This is an optimization exercise on Yosys and OpenROAD, whose aim is small area, a short achievable clock period and few clock cycles per item, not a production implementation. Function was checked by simulation only, so behaviour that the tests miss may differ from the original.

// dnn_relu_fix12
module dnn_relu_fix12
     (input     logic                       clk,
      input     logic                       rst,
      input     logic                       start,
      input     logic                       reset,
      input     logic   signed      [11:0]  mem_data,
      output    logic   unsigned    [15:0]  mem_addr,
      output    logic                       done,
      output    logic               [119:0] out);
Size: ~590 flip-flops, about 150 I/O pins, roughly 23,000 um^2 of cells after synthesis.
export LEC_CHECK = 0
export CAP_MARGIN = 20
export CORE_MARGIN = 2
export CORE_UTILIZATION = 40
export SLEW_MARGIN = 20
create_clock -name core_clock -period 14.0 [get_ports {clk}]
standard.sh (not shown) runs the stock make flow with config.mk's settings and CLKGATE_MAP_FILE= SYNTH_SCRIPT=/design/flow/synth_recipe.tcl, a recipe that flattens the netlist after the stock synthesis.
==> flow/flow/run.sh <==
#!/bin/bash
set -euo pipefail
export BUFFER_PORTS_ARGS="-buffer_cell sky130_fd_sc_hd__buf_2"
bash standard.sh finish > flow_make.log 2>&1
The baseline ran to the end with no violations.
Testbench counts at the start, summed over its fixed seeds: cycles 146,986, items 48.
==> next run, changes <==
--- a/flow/design.v
+++ b/flow/design.v
@@ -716,66 +716,42 @@
                 if (ph == 5'd24) begin
                     kcnt   <= kcnt + 4'd1;
                     addr_q <= addr_q - 16'd239;
                 end else begin
                     addr_q <= addr_q + 16'd10;
                 end
             end
             default: ;
         endcase
     end
-    logic [22:0] pp [0:12];
-    always_comb begin : PPGEN
-        integer r, c;
-        for (r = 0; r < 13; r = r + 1) pp[r] = 23'd0;
-        for (r = 0; r < 11; r = r + 1) begin
-            for (c = 0; c < 11; c = c + 1) pp[r][r + c] = cur_a[c] & d_q[r];
-            pp[r][r + 11] = ~(cur_a[11] & d_q[r]);
-        end
-        for (c = 0; c < 11; c = c + 1) pp[11][11 + c] = ~(cur_a[c] & d_q[11]);
-        pp[11][22] = cur_a[11] & d_q[11];
-        pp[12][12] = 1'b1;
-    end
-    function automatic logic [22:0] csa_s(input logic [22:0] x, input logic [22:0] y,
-                                          input logic [22:0] z);
-        csa_s = x ^ y ^ z;
-    endfunction
-    function automatic logic [22:0] csa_c(input logic [22:0] x, input logic [22:0] y,
-                                          input logic [22:0] z);
-        logic [22:0] m;
-        m = (x & y) | (x & z) | (y & z);
-        csa_c = {m[21:0], 1'b0};
-    endfunction
-    wire [22:0] l1s0 = csa_s(pp[0], pp[1], pp[2]),  l1c0 = csa_c(pp[0], pp[1], pp[2]);
-    wire [22:0] l1s1 = csa_s(pp[3], pp[4], pp[5]),  l1c1 = csa_c(pp[3], pp[4], pp[5]);
-    wire [22:0] l1s2 = csa_s(pp[6], pp[7], pp[8]),  l1c2 = csa_c(pp[6], pp[7], pp[8]);
-    wire [22:0] l1s3 = csa_s(pp[9], pp[10], pp[11]), l1c3 = csa_c(pp[9], pp[10], pp[11]);
-    wire [22:0] l2s0 = csa_s(l1s0, l1c0, l1s1),  l2c0 = csa_c(l1s0, l1c0, l1s1);
-    wire [22:0] l2s1 = csa_s(l1c1, l1s2, l1c2),  l2c1 = csa_c(l1c1, l1s2, l1c2);
-    wire [22:0] l2s2 = csa_s(l1s3, l1c3, pp[12]), l2c2 = csa_c(l1s3, l1c3, pp[12]);
-    wire [22:0] l3s0 = csa_s(l2s0, l2c0, l2s1),  l3c0 = csa_c(l2s0, l2c0, l2s1);
-    wire [22:0] l3s1 = csa_s(l2c1, l2s2, l2c2),  l3c1 = csa_c(l2c1, l2s2, l2c2);
-    wire [22:0] l4s0 = csa_s(l3s0, l3c0, l3s1),  l4c0 = csa_c(l3s0, l3c0, l3s1);
-    wire [22:0] l5s0 = csa_s(l4s0, l4c0, l3c1),  l5c0 = csa_c(l4s0, l4c0, l3c1);
-    logic [22:0] m_a, m_b;
-    wire  [22:0] m_sum = m_a + m_b;
+    wire signed [4:0]  w_0 = {1'b0, d_q[3:0]};
+    wire signed [4:0]  w_1 = {1'b0, d_q[7:4]};
+    wire signed [3:0]  w_2 = d_q[11:8];
+    wire signed [15:0] pm_0 = cur_a * w_0;
+    wire signed [15:0] pm_1 = cur_a * w_1;
+    wire signed [15:0] pm_2 = cur_a * w_2;
+    logic signed [11:0] m_0;
+    logic signed [15:0] m_1;
+    logic signed [14:0] m_2;
+    wire signed [18:0] m_sum = {{7{m_0[11]}}, m_0} + {{3{m_1[15]}}, m_1} + {m_2, 4'b0};
     wire signed [11:0] head = ring[0];
     wire signed [11:0] ring_in = f_add(clr ? 12'sd0 : head, wv_p ? p_q : 12'sd0);
     wire signed [11:0] acc2_in = f_add(l2f_p ? ob[0] : acc2, p_q);
     always_ff @(posedge clk) begin : DP
         d_q <= mem_data;
         if (mode == M_L1A) na <= mem_data;
         if (mode == M_L1A && pend) cur_a <= na;
         else if (mode == M_L2) cur_a <= f_hid(head);
-        m_a  <= l5s0;
-        m_b  <= l5c0;
-        p_q  <= m_sum[22:11];
+        m_0  <= pm_0[15:4];
+        m_1  <= pm_1;
+        m_2  <= pm_2[14:0];
+        p_q  <= m_sum[18:7];
         ring[23:0] <= ring[24:1];
         ring[24]   <= ring_in;
         if (l2v_p) acc2 <= acc2_in;
         if (bv_d) begin
             ob[8:0] <= ob[9:1];
             ob[9]   <= {d_q[11], d_q[11:1]};
         end else if ((l2v_p && l2f_p) || fin_a) begin
             ob[8:0] <= ob[9:1];
             ob[9]   <= f_out(acc2);
         end
Synthesized area came out higher by 5.7%; register-to-register slack got worse by 0.52 ns; setup slack degrades by 0.18 ns; design area is higher by 5.2%.
Testbench counts after the change, summed over its fixed seeds: cycles 146,986, items 48.

afterwards: timing with drivers on the ports:
The results above use ideal ports. As a check the final layouts listed here were re-extracted and re-timed, cells and wires unchanged.
Step 1: set_driving_cell puts a clkbuf_16 on clk and a buf_2 on each other input, an assumption about the parent block.
Step 2 times the ports against the registers' clock, not the clock port: input delays grow and output delays shrink by t, the midpoint of the rising clock arrivals with the driver on.
Slacks: ideal ports / drivers / drivers and shift; pairs: ideal ports / drivers.
run | t (ns) | slack for setup (ns) | worst hold slack (ns) | latest minus earliest clock arrival (ns) | worst register clock-pin slew, ns
the first run | 0.671 | 9.784 / 9.723 / 10.115 | 0.302 / 0.302 / 0.302 | 0.043 / 0.042 | 0.07 / 0.07
the second run | 0.678 | 9.603 / 9.603 / 9.603 | 0.312 / 0.312 / 0.312 | 0.025 / 0.025 | 0.07 / 0.07
After both steps setup and hold are still met in every run listed.
